Source: an optimization exercise on an open RTL-to-GDS flow (aim: small area and a short achievable clock period). Production flows keep margins and buffers that such runs may drop.
RTL that was checked went through simulation tests only; none was proved equivalent to the original.
Power is estimated from default activity; no workload was simulated.

== amber ==
Design top, start of the top module:
module top (
    input             clk,
    input      [15:0] x,
    input      [15:0] y,
    output reg [31:0] Q_p
);
Settings: LEC_CHECK=0, CAP_MARGIN=20, CORE_MARGIN=2, CORE_UTILIZATION=40, SLEW_MARGIN=20; clock period 14.0 ns.
standard.sh (not shown) runs the stock make flow with config.mk's settings and CLKGATE_MAP_FILE= SYNTH_SCRIPT=/design/flow/synth_recipe.tcl, a recipe that flattens the netlist after the stock synthesis.
==> flow/flow/run.sh <==
#!/bin/bash
# Own layout flow: the standard ORFS flow with these changes:
#  - synthesis keeps the modules named in KEEP (flattened again at the end, as the standard flow's script
#    does) so that ABC maps each with a script of its own (ABC_PLAN: module:script pairs);
#  - ports get PORT_BUF buffers;
#  - timing repair aims SETUP_MARGIN ns below the clock period.
# Every tool's output goes to a log file in the work folder (and ORFS's own logs under orfs/logs).
set -euo pipefail
WORK=$(pwd)
FLOWDIR=$WORK/flow
source $FLOWDIR/settings.sh

cp config.mk my_config.mk
cat >> my_config.mk <<EOC
export SETUP_SLACK_MARGIN = ${SETUP_MARGIN}
export TNS_END_PERCENT = 100
export BUFFER_PORTS_ARGS = -buffer_cell ${PORT_BUF}
export SYNTH_KEEP_MODULES = ${KEEP:-}
EOC
[ -n "${EXTRA_MK:-}" ] && printf '%b\n' "$EXTRA_MK" >> my_config.mk

# synthesis script: the standard flow's, with abc run once per module of ABC_PLAN, each with its own script
{
  echo "proc abc {args} {"
  echo "  set i [lsearch -exact \$args -script]"
  echo "  foreach {mod scr} {${ABC_PLAN}} {"
  echo "    set a \$args"
  echo "    lset a [expr {\$i + 1}] $FLOWDIR/\$scr"
  echo "    yosys abc {*}\$a \$mod"
  echo "  }"
  echo "}"
  cat synth_recipe.tcl
} > my_synth.tcl

make -C "$FLOW_HOME" DESIGN_CONFIG=$WORK/my_config.mk WORK_HOME=$WORK/orfs CLKGATE_MAP_FILE= \
  SYNTH_SCRIPT=$WORK/my_synth.tcl finish > $WORK/make_finish.log 2>&1

RES=$WORK/orfs/results/$FLOW_PLATFORM/top/base
: # left out here: write the final layout as DEF
==> flow/flow/amap.abc <==
strash; dch -f; amap
==> flow/flow/gate.abc <==
strash; map -a
==> flow/flow/settings.sh <==
SETUP_MARGIN=9
PORT_BUF=sky130_fd_sc_hd__buf_1
KEEP="g_inv g_nand2 g_nor2 g_xor2 g_xnor2 g_a21oi g_o21ai g_o22ai g_nor3 g_nor4 g_and4 g_nand3 g_nand4 g_a22o g_a31oi g_a41oi "
ABC_PLAN="g_* gate.abc top amap.abc"
EXTRA_MK='export ADDER_MAP_FILE ='
EXTRA_MK='export ADDER_MAP_FILE =
export CTS_BUF_LIST = sky130_fd_sc_hd__clkbuf_8
export CTS_CLUSTER_SIZE = 32
export CTS_CLUSTER_DIAMETER = 60'
## Diff of input files: zinc against amber
-- flow/flow/settings.sh --
<<< amber, line 1
SETUP_MARGIN=9
PORT_BUF=sky130_fd_sc_hd__buf_1
>>> zinc, line 1
SETUP_MARGIN=10
PORT_BUF=sky130_fd_sc_hd__buf_1
Notes after the runs:
amber and zinc all finish clean. Taking amber as the reference, in zinc non-clock buffer count rose 48; cell area after placement rose 2.9%; switching power as a share of total power rose 0.29 points. amber consumes less power than zinc. zinc: portion of total power attributed to combinational logic higher than amber. Sequential share of power in zinc is 5.6 points lower than in amber. Compared to amber, zinc leaves less free space in the core.
Relative to zinc, the following input files were edited for indigo:
-- flow/flow/settings.sh --
<<< zinc, line 1
SETUP_MARGIN=10
PORT_BUF=sky130_fd_sc_hd__buf_1
>>> indigo, line 1
SETUP_MARGIN=9.5
PORT_BUF=sky130_fd_sc_hd__buf_1
[summary]
- | total power draw | indigo vs zinc | better |
- Compared with zinc, indigo shows setup slack lower by 0.26 ns.
- On layout cell share with drive strength beyond 1, the lower figure sits with indigo, not zinc.
- Proportion of power drawn by the clock network: zinc and indigo compared, lower one is zinc
- The higher number of buffers and inverters on the critical path of zinc and indigo is in zinc.
Function was not checked in any run of this note: the RTL went through the layout flow alone.

Another version of the RTL of top (not shown whole).
Size in the first run: about 850 cells after synthesis, roughly 65 I/O pins, roughly 5600 µm² of cells after synthesis.
clock: 14.0 ns
lec_check: 0
cap_margin: 20
core_margin: 2
core_utilization: 40
slew_margin: 20
==> flow/flow/run.sh <==
#!/bin/bash
# Own layout flow: the standard ORFS flow with these changes:
#  - synthesis keeps the modules named in KEEP (flattened again at the end, as the standard flow's script
#    does) so that ABC maps each with a script of its own (ABC_PLAN: module:script pairs);
#  - ports get PORT_BUF buffers;
#  - timing repair aims SETUP_MARGIN ns below the clock period.
# Every tool's output goes to a log file in the work folder (and ORFS's own logs under orfs/logs).
set -euo pipefail
WORK=$(pwd)
FLOWDIR=$WORK/flow
source $FLOWDIR/settings.sh

cp config.mk my_config.mk
cat >> my_config.mk <<EOC
export SETUP_SLACK_MARGIN = ${SETUP_MARGIN}
export TNS_END_PERCENT = 100
export BUFFER_PORTS_ARGS = -buffer_cell ${PORT_BUF}
export SYNTH_KEEP_MODULES = ${KEEP:-}
EOC
[ -n "${EXTRA_MK:-}" ] && printf '%b\n' "$EXTRA_MK" >> my_config.mk

# synthesis script: the standard flow's, with abc run once per module of ABC_PLAN, each with its own script
{
  echo "proc abc {args} {"
  echo "  set i [lsearch -exact \$args -script]"
  echo "  foreach {mod scr} {${ABC_PLAN}} {"
  echo "    set a \$args"
  echo "    lset a [expr {\$i + 1}] $FLOWDIR/\$scr"
  echo "    if {[string match roba_exp* \$mod]} { foreach c {${EXP_DU:-}} { lappend a -dont_use \$c } }"
  echo "    yosys abc {*}\$a \$mod"
  echo "  }"
  echo "}"
  cat synth_recipe.tcl
} > my_synth.tcl

make -C "$FLOW_HOME" DESIGN_CONFIG=$WORK/my_config.mk WORK_HOME=$WORK/orfs CLKGATE_MAP_FILE= \
  SYNTH_SCRIPT=$WORK/my_synth.tcl finish > $WORK/make_finish.log 2>&1

RES=$WORK/orfs/results/$FLOW_PLATFORM/top/base
: # left out here: write the final layout as DEF
==> flow/flow/settings.sh <==
SETUP_MARGIN=9.4
PORT_BUF=sky130_fd_sc_hd__buf_1
KEEP="roba_expx roba_expy g_a21oi g_inv g_nand2 g_nor2 g_nor3 g_o21ai g_o22ai g_xnor2 g_xor2 "
ABC_PLAN="roba_expx exp.abc roba_expy exp.abc g_* gate.abc top amap.abc"
EXTRA_MK='export ADDER_MAP_FILE =
export CTS_BUF_LIST = sky130_fd_sc_hd__clkbuf_8
export CTS_CLUSTER_SIZE = 32
export CTS_CLUSTER_DIAMETER = 60
export SKIP_GATE_CLONING = 1
export REMOVE_ABC_BUFFERS = 1'
EXP_DU="sky130_fd_sc_hd__nor4_* sky130_fd_sc_hd__nor3_* sky130_fd_sc_hd__or4_* sky130_fd_sc_hd__or3_* sky130_fd_sc_hd__a211oi_* sky130_fd_sc_hd__a2111oi_* sky130_fd_sc_hd__o2111ai_* sky130_fd_sc_hd__a311oi_* sky130_fd_sc_hd__o311ai_* sky130_fd_sc_hd__a41oi_* sky130_fd_sc_hd__o41ai_* sky130_fd_sc_hd__nor4b_* sky130_fd_sc_hd__nor3b_* sky130_fd_sc_hd__or2_* sky130_fd_sc_hd__and4_* sky130_fd_sc_hd__a221oi_* sky130_fd_sc_hd__o221ai_*"
Scripts as last shown in full above: flow/flow/amap.abc, flow/flow/gate.abc
Other scripts of this flow, unchanged in this note and not shown: flow/flow/exp.abc
Next try:
--- a/flow/flow/settings.sh
+++ b/flow/flow/settings.sh
@@ -1 +1 @@
-SETUP_MARGIN=9.4
+SETUP_MARGIN=9.7
After rerunning:
- The new run finished with timing, DRC and antenna clean
- die area does not change
- synthesized area is unchanged
- routed wire length climbs by 4.5%
- sequential cell count does not change
- worst setup slack gets better by 160 ps
- global-route usage went up by 0.15 points
- design area rose by 8.0%
- maximum frequency climbs by 3.8%
- clock skew barely changes
- hold slack gains 7.4 ps
- non-clock buffer count goes up by 12
Next try:
--- a/flow/flow/settings.sh
+++ b/flow/flow/settings.sh
@@ -1 +1 @@
-SETUP_MARGIN=9.7
+SETUP_MARGIN=9.4
@@ -10 +10,2 @@
-export REMOVE_ABC_BUFFERS = 1'
+export REMOVE_ABC_BUFFERS = 1
+export PLACE_DENSITY = 0.75'
- synthesized cell count stays the same
- first-iteration DRC count went up by well over a third
- count of clock-buffer cells in the layout went up by 2
- cell count went down slightly
Next try:
--- a/flow/flow/settings.sh
+++ b/flow/flow/settings.sh
@@ -6 +6 @@
-export CTS_BUF_LIST = sky130_fd_sc_hd__clkbuf_8
+export CTS_BUF_LIST = sky130_fd_sc_hd__clkbuf_4 sky130_fd_sc_hd__clkbuf_16
@@ -10,2 +10 @@
-export REMOVE_ABC_BUFFERS = 1
-export PLACE_DENSITY = 0.75'
+export REMOVE_ABC_BUFFERS = 1'
Effect: Sequential power stays flat. Power climbs by 3.7%. Sequential share of layout area barely changes. Area after synthesis does not change. Count of clock-buffer cells in the layout drops by 1.

top, a different RTL version from the one above (not shown whole).
For scale: roughly 840 cells after synthesis.
## top
module top (
    input             clk,
    input      [15:0] x,
    input      [15:0] y,
    output reg [31:0] Q_p
);
Settings: LEC_CHECK=0, CAP_MARGIN=20, CORE_MARGIN=2, CORE_UTILIZATION=40, SLEW_MARGIN=20; clock period 14.0 ns.
==> flow/flow/exp.abc <==
strash; dch -f; map -D 900; topo; buffer -N 8; upsize -D 900; dnsize -D 900; stime -p
==> flow/flow/settings.sh <==
SETUP_MARGIN=9.4
PORT_BUF=sky130_fd_sc_hd__buf_1
KEEP="roba_expx roba_expy g_a21oi g_inv g_nand2 g_nor2 g_nor3 g_o21ai g_o22ai g_xnor2 g_xor2 "
ABC_PLAN="roba_expx exp.abc roba_expy exp.abc g_* gate.abc top amap.abc"
EXTRA_MK='export ADDER_MAP_FILE =
export CTS_BUF_LIST = sky130_fd_sc_hd__clkbuf_8
export CTS_CLUSTER_SIZE = 32
export CTS_CLUSTER_DIAMETER = 60
export SKIP_GATE_CLONING = 1
export REMOVE_ABC_BUFFERS = 1'
EXP_DU="sky130_fd_sc_hd__nor4_* sky130_fd_sc_hd__nor3_* sky130_fd_sc_hd__or4_* sky130_fd_sc_hd__or3_* sky130_fd_sc_hd__a211oi_* sky130_fd_sc_hd__a2111oi_* sky130_fd_sc_hd__o2111ai_* sky130_fd_sc_hd__a311oi_* sky130_fd_sc_hd__o311ai_* sky130_fd_sc_hd__a41oi_* sky130_fd_sc_hd__o41ai_* sky130_fd_sc_hd__nor4b_* sky130_fd_sc_hd__nor3b_* sky130_fd_sc_hd__or2_* sky130_fd_sc_hd__and4_* sky130_fd_sc_hd__a221oi_* sky130_fd_sc_hd__o221ai_*"
Scripts as last shown in full above: flow/flow/run.sh, flow/flow/amap.abc, flow/flow/gate.abc
Rerun with:
--- a/flow/flow/run.sh
+++ b/flow/flow/run.sh
@@ -28,3 +28,2 @@
   echo "    lset a [expr {\$i + 1}] $FLOWDIR/\$scr"
-  echo "    if {[string match roba_exp* \$mod]} { foreach c {${EXP_DU:-}} { lappend a -dont_use \$c } }"
   echo "    yosys abc {*}\$a \$mod"
==> flow/flow/settings.sh (replaced) <==
SETUP_MARGIN=9.5
PORT_BUF=sky130_fd_sc_hd__buf_1
KEEP="roba_expx roba_expy g_inv g_nand2 g_nor2 g_xor2 g_xnor2 g_a21oi g_o21ai g_o22ai g_nor3 g_nor4 g_and4 g_nand3 g_nand4 g_a22o g_a31oi g_a41oi "
ABC_PLAN="roba_expx exp.abc roba_expy exp.abc g_* gate.abc top amap.abc"
EXTRA_MK='export ADDER_MAP_FILE =
export CTS_BUF_LIST = sky130_fd_sc_hd__clkbuf_8
export CTS_CLUSTER_SIZE = 32
export CTS_CLUSTER_DIAMETER = 60'
Effect:
- The new run stopped in 1_2_yosys
Rerun with:
==> flow/flow/settings.sh (replaced) <==
SETUP_MARGIN=9.75
PORT_BUF=sky130_fd_sc_hd__buf_1
KEEP="roba_expx roba_expy g_a21oi g_inv g_nand2 g_nor2 g_nor3 g_o21ai g_o22ai g_xnor2 g_xor2 "
ABC_PLAN="roba_expx exp.abc roba_expy exp.abc g_* gate.abc top amap.abc"
EXTRA_MK='export ADDER_MAP_FILE =
export CTS_BUF_LIST = sky130_fd_sc_hd__clkbuf_8
export CTS_CLUSTER_SIZE = 32
export CTS_CLUSTER_DIAMETER = 60
export TNS_END_PERCENT = 30'
Effect:
- With this change the flow finished with timing, DRC and antenna clean
Rerun with:
--- a/flow/flow/settings.sh
+++ b/flow/flow/settings.sh
@@ -1,2 +1,2 @@
-SETUP_MARGIN=9.75
+SETUP_MARGIN=10
 PORT_BUF=sky130_fd_sc_hd__buf_1
@@ -8,2 +8,2 @@
 export CTS_CLUSTER_DIAMETER = 60
-export TNS_END_PERCENT = 30'
+export TNS_END_PERCENT = 0'
The changed run went through all stages and came out clean.
Worst setup slack improved by 0.11 ns.
Power goes up by 8.0%.
Design area goes up by 7.5%.
Synthesized area stays the same.
Flip-flop and latch count stays the same.
Sequential power is about the same.
Count of clock-buffer cells in the layout goes down by 2.
Sequential share of layout area goes down by 1.2 points.
Maximum frequency goes up by 2.7%.
Clock power goes up by about 9%.
Function was not checked in any run of this note: the RTL went through the layout flow alone.

[what the ideal ports hide]
The flow's constraints put no driver on any port. The routed layouts listed below were extracted and timed again, unchanged, in two steps.
Step 1, drivers: a clkbuf_16 drives clk and a buf_2 each remaining input, both assumed.
Step 2 times the ports against the registers' clock, not the clock port: input delays grow and output delays shrink by t, the midpoint of the rising clock arrivals with the driver on.
Slacks: ideal ports / drivers / drivers and shift; pairs: ideal ports / drivers.
| run | shift t [ns] | slack for setup (ns) | worst data-port slew with drivers (ns) |
|---|---|---|---|
| amber | 0.389 | 9.261 / 9.261 / 9.189 | 0.03 |
| zinc | 0.402 | 10.003 / 10.003 / 9.804 | 0.03 |
| indigo | 0.399 | 9.744 / 9.744 / 9.422 | 0.03 |
| the first run of note 2 | 0.392 | 9.761 / 9.761 / 9.682 | 0.03 |
| the second run of note 2 | 0.391 | 9.918 / 9.918 / 9.688 | 0.03 |
| the third run of note 2 | 0.389 | 9.705 / 9.705 / 9.660 | 0.04 |
| the fourth run of note 2 | 0.379 | 9.762 / 9.762 / 9.679 | 0.03 |
| the first run of note 3 | 0.397 | 9.807 / 9.807 / 9.683 | 0.03 |
| the third run of note 3 | 0.402 | 9.925 / 9.925 / 9.697 | 0.03 |
| the fourth run of note 3 | 0.406 | 10.032 / 10.032 / 9.708 | 0.03 |
After both steps every run listed still meets setup and hold. For the fourth run of note 3, which loses most, drivers alone change the setup slack by 0.000 ns; drivers and shift together by -0.324 ns.
